From an optimization exercise on the open Yosys and OpenROAD flow, aimed at small area and a short achievable clock period; shortcuts taken in it are not production practice.
The RTL was checked by simulation tests, not by an equivalence proof against the original design.
Power and IR drop assume default switching activity.

== job 6560 ==
## add1
module add1(
	input clk,
	input operation,
	input [15:0] x,y,
	output [15:0] z,
	input [2:0]counter
	);
wire xs = x[15], ys = y[15];
wire [4:0] xe = x[14:10], ye = y[14:10];
wire [10:0] X = {1'b1, x[9:0]};
wire [10:0] Y = {1'b1, y[9:0]};
reg z_sign;
reg [4:0] z_exp;
reg [9:0] z_m;
assign z = {z_sign, z_exp, z_m};
wire [9:0] xm = x[9:0], ym = y[9:0];
wire ppn0_0 = ~(xm[0] & ym[0]);
wire ppn0_1 = ~(xm[0] & ym[1]);
wire ppn0_2 = ~(xm[0] & ym[2]);
wire ppn0_3 = ~(xm[0] & ym[3]);
wire ppn0_4 = ~(xm[0] & ym[4]);
wire ppn0_5 = ~(xm[0] & ym[5]);
wire ppn0_6 = ~(xm[0] & ym[6]);
wire ppn0_7 = ~(xm[0] & ym[7]);
wire ppn0_8 = ~(xm[0] & ym[8]);
wire ppn0_9 = ~(xm[0] & ym[9]);
wire ppn1_0 = ~(xm[1] & ym[0]);
wire ppn1_1 = ~(xm[1] & ym[1]);
wire ppn1_2 = ~(xm[1] & ym[2]);
wire ppn1_3 = ~(xm[1] & ym[3]);
wire ppn1_4 = ~(xm[1] & ym[4]);
wire ppn1_5 = ~(xm[1] & ym[5]);
wire ppn1_6 = ~(xm[1] & ym[6]);
wire ppn1_7 = ~(xm[1] & ym[7]);
wire ppn1_8 = ~(xm[1] & ym[8]);
wire ppn1_9 = ~(xm[1] & ym[9]);
wire ppn2_0 = ~(xm[2] & ym[0]);
wire ppn2_1 = ~(xm[2] & ym[1]);
wire ppn2_2 = ~(xm[2] & ym[2]);
wire ppn2_3 = ~(xm[2] & ym[3]);
wire ppn2_4 = ~(xm[2] & ym[4]);
wire ppn2_5 = ~(xm[2] & ym[5]);
wire ppn2_6 = ~(xm[2] & ym[6]);
wire ppn2_7 = ~(xm[2] & ym[7]);
  ...
clock: 8.5 ns
lec_check: 0
cap_margin: 20
core_margin: 2
core_utilization: 40
place_density: 0.6
setup_slack_margin: 3.0
slew_margin: 20
standard.sh (not shown) runs the stock make flow with config.mk's settings and CLKGATE_MAP_FILE= SYNTH_SCRIPT=/design/flow/synth_recipe.tcl, a recipe that flattens the netlist after the stock synthesis.
==> flow/flow/run.sh <==
#!/bin/bash
# Own layout flow: the standard ORFS flow (standard.sh) with these changes:
#  - synthesis is synth_recipe.tcl with ORFS synth.tcl patched by flow/patch_synth.py:
#    the RTL's full adder module add1_fa becomes the library full adder cell, no other
#    adder extraction, modules kept apart until after ABC (synth_recipe.tcl flattens them
#    at the end), and ABC maps add1_mcpa (the multiplier's final adder) with
#    flow/abc_fast.script and the rest with flow/abc.script;
#  - ports are buffered with sky130_fd_sc_hd__buf_1.
# The registers and their names are those of the standard synthesis.
# Each tool's output goes to a log in this folder (and ORFS's own logs under orfs/logs).
set -euo pipefail
W=$PWD
python3 flow/patch_synth.py "$FLOW_HOME/scripts/synth.tcl" "$W/flow_synth_mod.tcl" > patch.log 2>&1
sed "s#source \$::env(SCRIPTS_DIR)/synth.tcl#source $W/flow_synth_mod.tcl#" synth_recipe.tcl > flow_synth.tcl
grep -q "flow_synth_mod.tcl" flow_synth.tcl
export MY_ABC_SCRIPT=$W/flow/abc.script
export MY_ABC_SCRIPT_FAST=$W/flow/abc_fast.script
export MY_FAST_MODULES=add1_mcpa
bash standard.sh SYNTH_SCRIPT=$W/flow_synth.tcl synth > flow_synth.log 2>&1
bash standard.sh SYNTH_SCRIPT=$W/flow_synth.tcl "BUFFER_PORTS_ARGS=-buffer_cell sky130_fd_sc_hd__buf_1" finish > flow_layout.log 2>&1
test -f out/final.def
==> flow/flow/abc.script <==
strash
dch
map -D 4500
buffer -c
topo
stime -c
upsize -c
dnsize -c
Other scripts of this flow, unchanged in this note and not shown: flow/flow/abc_fast.script, flow/flow/patch_synth.py
Setup changes, job 6560 to job 5996
==> flow/flow/abc.script <==
strash
dch
map -D 6000
buffer -c
topo
stime -c
upsize -c
dnsize -c
diff --git a/flow/config.mk b/flow/config.mk
--- a/flow/config.mk
+++ b/flow/config.mk
@@ -11,3 +11,2 @@
 export PLACE_DENSITY = 0.6
-export SETUP_SLACK_MARGIN = 3.0
 export SLEW_MARGIN = 20
Findings:
Taking job 6560 as the reference, in job 5996 via count went down 447, wire length of the first global-routing pass went down about 2.5%, highest clock rate went down 29 MHz. Run comparison: job 6560 slowest library cell on the worst path sky130_fd_sc_hd__fa_2; job 5996 slowest library cell on the worst path sky130_fd_sc_hd__a21boi_1. Job 5996 ends up with lower number of nets at the end of the flow than job 6560 does.
The following lists how job 628 was set up differently from job 5996:
==> flow/flow/abc.script <==
strash
dch
map -D 4500
buffer -c
topo
stime -c
upsize -c
dnsize -c
diff --git a/flow/config.mk b/flow/config.mk
--- a/flow/config.mk
+++ b/flow/config.mk
@@ -11,2 +11,3 @@
 export PLACE_DENSITY = 0.6
+export SETUP_SLACK_MARGIN = 1.5
 export SLEW_MARGIN = 20
[summary]
Diff job 5996 -> job 628: maximum frequency increased by 11% relative to the old numbers; post-cts resize count went up 3; time the worst path needs with I/O delays and setup shrank by 0.75 ns. Job 5996 ended up with sky130_fd_sc_hd__a21boi_1 as its library cell contributing the largest single delay on the critical path; job 628 ended up with sky130_fd_sc_hd__or2_4.

---

== oak ==
Another version of the RTL of add1 (not shown whole).
Size: roughly 970 cells after synthesis, ~16 flip-flops, roughly 53 I/O pins, ~6500 um^2 of cells after synthesis.
export LEC_CHECK = 0
export CAP_MARGIN = 20
export CORE_MARGIN = 2
export CORE_UTILIZATION = 60
export PLACE_DENSITY = 0.75
export SETUP_SLACK_MARGIN = 2.0
export SLEW_MARGIN = 20
create_clock -name core_clock -period 8.5 [get_ports {clk}]
==> flow/flow/run.sh <==
#!/bin/bash
# Own layout flow: the standard ORFS flow (standard.sh) with these changes:
#  - synthesis is synth_recipe.tcl with ORFS synth.tcl patched by flow/patch_synth.py:
#    the RTL's full adder module add1_fa becomes the library full adder cell, no other
#    adder extraction, modules kept apart until after ABC (synth_recipe.tcl flattens them
#    at the end), and ABC maps add1_mcpa (the multiplier's final adder) with
#    flow/abc_fast.script and the rest with flow/abc.script;
#  - ports are buffered with sky130_fd_sc_hd__buf_1.
# The registers and their names are those of the standard synthesis.
# Each tool's output goes to a log in this folder (and ORFS's own logs under orfs/logs).
set -euo pipefail
W=$PWD
python3 flow/patch_synth.py "$FLOW_HOME/scripts/synth.tcl" "$W/flow_synth_mod.tcl" > patch.log 2>&1
sed "s#source \$::env(SCRIPTS_DIR)/synth.tcl#source $W/flow_synth_mod.tcl#" synth_recipe.tcl > flow_synth.tcl
grep -q "flow_synth_mod.tcl" flow_synth.tcl
export MY_ABC_SCRIPT=$W/flow/abc.script
export MY_ABC_SCRIPT_FAST=$W/flow/abc_fast.script
export MY_FAST_MODULES=add1_mcpa
bash standard.sh SYNTH_SCRIPT=$W/flow_synth.tcl synth > flow_synth.log 2>&1
bash standard.sh SYNTH_SCRIPT=$W/flow_synth.tcl "BUFFER_PORTS_ARGS=-buffer_cell sky130_fd_sc_hd__buf_1" SKIP_INCREMENTAL_REPAIR=1 finish > flow_layout.log 2>&1
test -f out/final.def
==> flow/flow/abc.script <==
strash
dch
map -D 3000
buffer -c
topo
stime -c
upsize -c
dnsize -c
Other scripts of this flow, unchanged in this note and not shown: flow/flow/abc_fast.script, flow/flow/patch_synth.py
Input changes introduced in pine (baseline for comparison: oak):
diff --git a/flow/flow/run.sh b/flow/flow/run.sh
--- a/flow/flow/run.sh
+++ b/flow/flow/run.sh
@@ -19,3 +19,3 @@
 bash standard.sh SYNTH_SCRIPT=$W/flow_synth.tcl synth > flow_synth.log 2>&1
-bash standard.sh SYNTH_SCRIPT=$W/flow_synth.tcl "BUFFER_PORTS_ARGS=-buffer_cell sky130_fd_sc_hd__buf_1" SKIP_INCREMENTAL_REPAIR=1 finish > flow_layout.log 2>&1
+bash standard.sh SYNTH_SCRIPT=$W/flow_synth.tcl "BUFFER_PORTS_ARGS=-buffer_cell sky130_fd_sc_hd__buf_1" finish > flow_layout.log 2>&1
 test -f out/final.def
==> flow/flow/abc.script <==
strash
dch
map -D 4500
buffer -c
topo
stime -c
upsize -c
dnsize -c
## What came out
pine reached the end of the flow, and the finished layout is clean on the timing, design-rule and antenna checks. pine ends up with lower share of total power in the clock network than oak does. Diff oak -> pine | synthesized cell count | decrease of 20. Looking at switching share of power, pine sits 0.72 points below oak.
Changes in birch relative to pine:
diff --git a/flow/flow/run.sh b/flow/flow/run.sh
--- a/flow/flow/run.sh
+++ b/flow/flow/run.sh
@@ -19,3 +19,3 @@
 bash standard.sh SYNTH_SCRIPT=$W/flow_synth.tcl synth > flow_synth.log 2>&1
-bash standard.sh SYNTH_SCRIPT=$W/flow_synth.tcl "BUFFER_PORTS_ARGS=-buffer_cell sky130_fd_sc_hd__buf_1" finish > flow_layout.log 2>&1
+bash standard.sh SYNTH_SCRIPT=$W/flow_synth.tcl "BUFFER_PORTS_ARGS=-buffer_cell sky130_fd_sc_hd__buf_1" SKIP_INCREMENTAL_REPAIR=1 finish > flow_layout.log 2>&1
 test -f out/final.def
==> flow/flow/abc.script <==
strash
dch
map -D 2500
buffer -c
topo
stime -c
upsize -c
dnsize -c
==> comparison <==
birch ended with every stage complete and zero timing, DRC or antenna violations.
pine has completed all stages; timing, DRC and antenna checks passed.
Per the comparison of birch with pine, global placement routability congestion increased 0.059, number of cells in the finished layout apart from fillers now larger, relative slew slack grew by 0.88 points, global-route wire length before repair now sits higher.
Against pine as the reference, birch delivers a lower critical path depth.
Lower slew at the pin with the worst max-slew slack goes to birch over pine.
The post-route clock period utilization number comes out higher for pine vs birch.

---

Starting RTL as in the previous note.
export LEC_CHECK = 0
export CAP_MARGIN = 20
export CORE_MARGIN = 2
export CORE_UTILIZATION = 55
export PLACE_DENSITY = 0.7
export SETUP_SLACK_MARGIN = 2.0
export SLEW_MARGIN = 20
create_clock -name core_clock -period 8.5 [get_ports {clk}]
==> flow/flow/run.sh <==
#!/bin/bash
# Own layout flow: the standard ORFS flow (standard.sh) with these changes:
#  - synthesis is synth_recipe.tcl with ORFS synth.tcl patched by flow/patch_synth.py:
#    the RTL's full adder module add1_fa becomes the library full adder cell, no other
#    adder extraction, modules kept apart until after ABC (synth_recipe.tcl flattens them
#    at the end), and ABC maps add1_mcpa (the multiplier's final adder) with
#    flow/abc_fast.script and the rest with flow/abc.script;
#  - ports are buffered with sky130_fd_sc_hd__buf_1;
set -euo pipefail
W=$PWD
python3 flow/patch_synth.py "$FLOW_HOME/scripts/synth.tcl" "$W/flow_synth_mod.tcl" > patch.log 2>&1
sed "s#source \$::env(SCRIPTS_DIR)/synth.tcl#source $W/flow_synth_mod.tcl#" synth_recipe.tcl > flow_synth.tcl
grep -q "flow_synth_mod.tcl" flow_synth.tcl
export MY_ABC_SCRIPT=$W/flow/abc.script
export MY_ABC_SCRIPT_FAST=$W/flow/abc_fast.script
export MY_FAST_MODULES=add1_mcpa
bash standard.sh SYNTH_SCRIPT=$W/flow_synth.tcl synth > flow_synth.log 2>&1
bash standard.sh SYNTH_SCRIPT=$W/flow_synth.tcl "BUFFER_PORTS_ARGS=-buffer_cell sky130_fd_sc_hd__buf_1" SKIP_INCREMENTAL_REPAIR=1 finish > flow_layout.log 2>&1
test -f out/final.def
==> flow/flow/abc.script <==
strash
dch
map -D 3000
buffer -c
topo
stime -c
upsize -c
dnsize -c
==> flow/flow/abc_fast.script <==
strash
dch
map -D 1500
buffer -c
topo
stime -c
upsize -c
dnsize -c
==> flow/flow/patch_synth.py <==
import sys
s = open(sys.argv[1]).read()
def rep(old, new):
    global s
    assert s.count(old) == 1, old
    s = s.replace(old, new)
# the design's full adder module (add1_fa) becomes the library's full adder cell
rep("hierarchy -check -top $::env(DESIGN_NAME)\n",
    "hierarchy -check -top $::env(DESIGN_NAME)\n"
    "chtype -map add1_fa sky130_fd_sc_hd__fa_1\n"
    "hierarchy -check -top $::env(DESIGN_NAME)\n")
# keep the design's modules apart until after ABC (synth_recipe.tcl flattens at the end)
rep("  synth -flatten -run :fine {*}$synth_full_args\n", "  synth -run :fine {*}$synth_full_args\n")
# no other adder extraction
rep("  extract_fa {*}[dont_use_extract_fa_args]\n", "")
# final ABC mapping: the fast modules with one script, the rest with another
rep("  log_cmd abc {*}$abc_args\n",
    "  foreach m $::env(MY_FAST_MODULES) {\n"
    "    log_cmd abc {*}[lreplace $abc_args 1 1 $::env(MY_ABC_SCRIPT_FAST)] $m\n"
    "  }\n"
    "  log_cmd abc {*}[lreplace $abc_args 1 1 $::env(MY_ABC_SCRIPT)] $::env(DESIGN_NAME)\n")
open(sys.argv[2], 'w').write(s)
Change:
--- a/flow/flow/run.sh
+++ b/flow/flow/run.sh
@@ -7,3 +7,5 @@
 #    flow/abc_fast.script and the rest with flow/abc.script;
-#  - ports are buffered with sky130_fd_sc_hd__buf_1;
+#  - ports are buffered with sky130_fd_sc_hd__buf_1.
+# The registers and their names are those of the standard synthesis.
+# Each tool's output goes to a log in this folder (and ORFS's own logs under orfs/logs).
 set -euo pipefail
@@ -17,3 +19,3 @@
 bash standard.sh SYNTH_SCRIPT=$W/flow_synth.tcl synth > flow_synth.log 2>&1
-bash standard.sh SYNTH_SCRIPT=$W/flow_synth.tcl "BUFFER_PORTS_ARGS=-buffer_cell sky130_fd_sc_hd__buf_1" SKIP_INCREMENTAL_REPAIR=1 finish > flow_layout.log 2>&1
+bash standard.sh SYNTH_SCRIPT=$W/flow_synth.tcl "BUFFER_PORTS_ARGS=-buffer_cell sky130_fd_sc_hd__buf_1" finish > flow_layout.log 2>&1
 test -f out/final.def
==> flow/flow/abc.script (replaced) <==
strash
dch
map -D 4500
buffer -c
topo
stime -c
upsize -c
dnsize -c
Settings changed: CORE_UTILIZATION 55 to 60, PLACE_DENSITY 0.7 to 0.75, SETUP_SLACK_MARGIN 2.0 to 2.5.
Design area climbs by about a fifth.
Wire length rises by about a fifth.
Combinational power increases by a quarter to a third.
Flip-flop and latch count stays the same.
Global-route usage rose by 6.3 points.
Cell count came out higher by a few percent.
Clock-buffer cell count stays the same.
Via count grows by roughly a tenth.
Utilization rose by 17 points.
Sequential power stays flat.
Power increases by a quarter to a third.
Change:
--- a/flow/flow/run.sh
+++ b/flow/flow/run.sh
@@ -19,3 +19,3 @@
 bash standard.sh SYNTH_SCRIPT=$W/flow_synth.tcl synth > flow_synth.log 2>&1
-bash standard.sh SYNTH_SCRIPT=$W/flow_synth.tcl "BUFFER_PORTS_ARGS=-buffer_cell sky130_fd_sc_hd__buf_1" finish > flow_layout.log 2>&1
+bash standard.sh SYNTH_SCRIPT=$W/flow_synth.tcl "BUFFER_PORTS_ARGS=-buffer_cell sky130_fd_sc_hd__buf_1" SKIP_INCREMENTAL_REPAIR=1 finish > flow_layout.log 2>&1
 test -f out/final.def
What happened: Critical path depth rises by 2; routed wire length falls by about 10%; sequential share of layout area rises by 0.41 points; global-route usage does not change; combinational power falls by 12%; non-clock buffer count falls by 21.
Change:
Settings changed: SETUP_SLACK_MARGIN 2.5 to 2.0.
Result: Worst setup slack degrades by 0.063 ns; die area stays the same; area after synthesis stays the same; power shrinks by 7.9%; routed wire length shrinks by 12%; via count falls by 7.6%; hold slack improves by 0.0033 ns; sequential share of layout area is higher by 0.62 points; combinational power goes down by about 9%.
Change:
==> flow/flow/abc.script (replaced) <==
strash
dch
map -D 3500
buffer -c
topo
stime -c
upsize -c
dnsize -c
Settings changed: CORE_UTILIZATION 60 to 65, PLACE_DENSITY 0.75 to 0.8.
What happened: Die area came out lower by a few percent. Worst hold slack gets worse by 0.0072 ns. Setup slack gets better by 0.020 ns. Sequential share of layout area barely changes. Routed wire length came out lower by a few percent. Global-route usage came out higher by 0.24 points. Cell count came out lower slightly. Critical path depth came out lower by 10. Design area hardly moves. Fmax came out higher slightly. Total power came out lower by a few percent.

---

Setup of job 101:
Another version of the RTL of add1 (not shown whole).
Size in the first run: roughly 970 cells after synthesis, roughly 16 flip-flops, roughly 53 I/O pins.
clock: 8.5 ns
lec_check: 0
cap_margin: 20
core_margin: 2
core_utilization: 60
place_density: 0.75
setup_slack_margin: 1.5
slew_margin: 20
==> flow/flow/run.sh <==
#!/bin/bash
# Own layout flow: the standard ORFS flow (standard.sh) with these changes:
#  - synthesis is synth_recipe.tcl with ORFS synth.tcl patched by flow/patch_synth.py:
#    the RTL's full adder module add1_fa becomes the library full adder cell, no other
#    adder extraction, modules kept apart until after ABC (synth_recipe.tcl flattens them
#    at the end), and ABC maps add1_mcpa (the multiplier's final adder) with
#    flow/abc_fast.script and the rest with flow/abc.script;
#  - ports are buffered with sky130_fd_sc_hd__buf_1.
# The registers and their names are those of the standard synthesis.
# Each tool's output goes to a log in this folder (and ORFS's own logs under orfs/logs).
set -euo pipefail
W=$PWD
python3 flow/patch_synth.py "$FLOW_HOME/scripts/synth.tcl" "$W/flow_synth_mod.tcl" > patch.log 2>&1
sed "s#source \$::env(SCRIPTS_DIR)/synth.tcl#source $W/flow_synth_mod.tcl#" synth_recipe.tcl > flow_synth.tcl
grep -q "flow_synth_mod.tcl" flow_synth.tcl
export MY_ABC_SCRIPT=$W/flow/abc.script
export MY_ABC_SCRIPT_FAST=$W/flow/abc_fast.script
export MY_FAST_MODULES=add1_mcpa
bash standard.sh SYNTH_SCRIPT=$W/flow_synth.tcl synth > flow_synth.log 2>&1
bash standard.sh SYNTH_SCRIPT=$W/flow_synth.tcl "BUFFER_PORTS_ARGS=-buffer_cell sky130_fd_sc_hd__buf_1" finish > flow_layout.log 2>&1
test -f out/final.def
==> flow/flow/abc.script <==
strash
dch
map -D 3500
buffer -c
topo
stime -c
upsize -c
dnsize -c
Scripts as last shown in full above: flow/flow/abc_fast.script, flow/flow/patch_synth.py
> inputs changed (job 101 -> job 102)
--- a/flow/flow/abc.script
+++ b/flow/flow/abc.script
@@ -3 +3 @@
-map -D 3500
+map -D 4500
==> notes.md <==
- Job 102 | stages: all done | timing, DRC, antenna: all pass
- Job 101 ended up with z_exp[3]$_DFFE_PP_ as its endpoint of the most critical setup path; job 102 ended up with z_exp[2]$_DFFE_PP_.
- Taking job 101 as the reference, in job 102 worst-path maximum fanout decreased 5; gate count after technology mapping increased 7; number of max-cap violations essentially unchanged; detailed router's first-iteration violation count decreased 148.
- Delta(final cell count without fillers, job 102 - job 101) > 0
Modified inputs, job 103 compared to job 102
- SETUP_SLACK_MARGIN changed from 1.5 to 2.0
### Flow results
For job 102, the standard cell with the maximum stage delay on the critical path was xor2_2, unlike job 103, where it was o32ai_1.
Per the comparison of job 103 with job 102, routed length on met1 went up, combinational share of power went up, net switching power of the design went up, share of total power in sequential cells went down.
Going from job 102 to job 103, global-route usage moved up, sequential share of layout area fell by 0.28 points, cell-internal power went up, shortest period the worst path allows lower.

re-timing with driven ports:
The flow's constraints put no driver on any port. The routed layouts listed below were extracted and timed again, unchanged, in two steps.
Step 1: set_driving_cell puts a clkbuf_16 on clk and a buf_2 on each other input, an assumption about the parent block.
Step 2 adds t to the input delays and takes it off the output delays; t is the mean of the earliest and latest rising clock arrival at the registers after step 1. Input paths then give back, and output paths get back, about the clock's delay inside the block.
Slacks: ideal ports / drivers / drivers and shift; pairs: ideal ports / drivers.
run | t (ns) | setup slack, ns | worst hold slack (ns) | worst register clock-pin slew, ns
job 6560 | 0.271 | 2.463 / 2.382 / 2.111 | 1.894 / 1.895 / 2.158 | 0.05 / 0.05
job 5996 | 0.264 | 1.162 / 1.160 / 0.896 | 1.894 / 1.889 / 2.153 | 0.04 / 0.04
job 628 | 0.265 | 1.908 / 1.909 / 1.645 | 1.895 / 1.891 / 2.155 | 0.04 / 0.04
oak | 0.270 | 1.906 / 1.906 / 1.636 | 1.845 / 1.848 / 2.118 | 0.06 / 0.06
pine | 0.271 | 1.999 / 1.953 / 1.682 | 1.914 / 1.916 / 2.158 | 0.07 / 0.07
birch | 0.267 | 2.031 / 2.030 / 1.764 | 1.888 / 1.889 / 2.155 | 0.05 / 0.05
the first run of note 3 | 0.268 | 1.946 / 1.946 / 1.678 | 1.865 / 1.863 / 2.131 | 0.05 / 0.05
the second run of note 3 | 0.271 | 1.955 / 1.958 / 1.687 | 1.857 / 1.858 / 2.128 | 0.06 / 0.06
the third run of note 3 | 0.272 | 1.967 / 1.951 / 1.679 | 1.905 / 1.905 / 2.162 | 0.06 / 0.06
the fourth run of note 3 | 0.272 | 1.903 / 1.875 / 1.603 | 1.908 / 1.910 / 2.157 | 0.07 / 0.07
the fifth run of note 3 | 0.268 | 1.924 / 1.926 / 1.658 | 1.901 / 1.904 / 2.153 | 0.06 / 0.06
job 101 | 0.268 | 1.803 / 1.800 / 1.532 | 1.893 / 1.892 / 2.153 | 0.06 / 0.06
job 102 | 0.274 | 1.846 / 1.848 / 1.574 | 1.854 / 1.852 / 2.126 | 0.07 / 0.07
job 103 | 0.276 | 2.269 / 2.273 / 1.997 | 1.854 / 1.851 / 2.127 | 0.07 / 0.07
After both steps every run listed still meets setup and hold. The setup slack of job 6560, which loses most, moves by -0.081 ns with the drivers and by -0.352 ns with both steps.
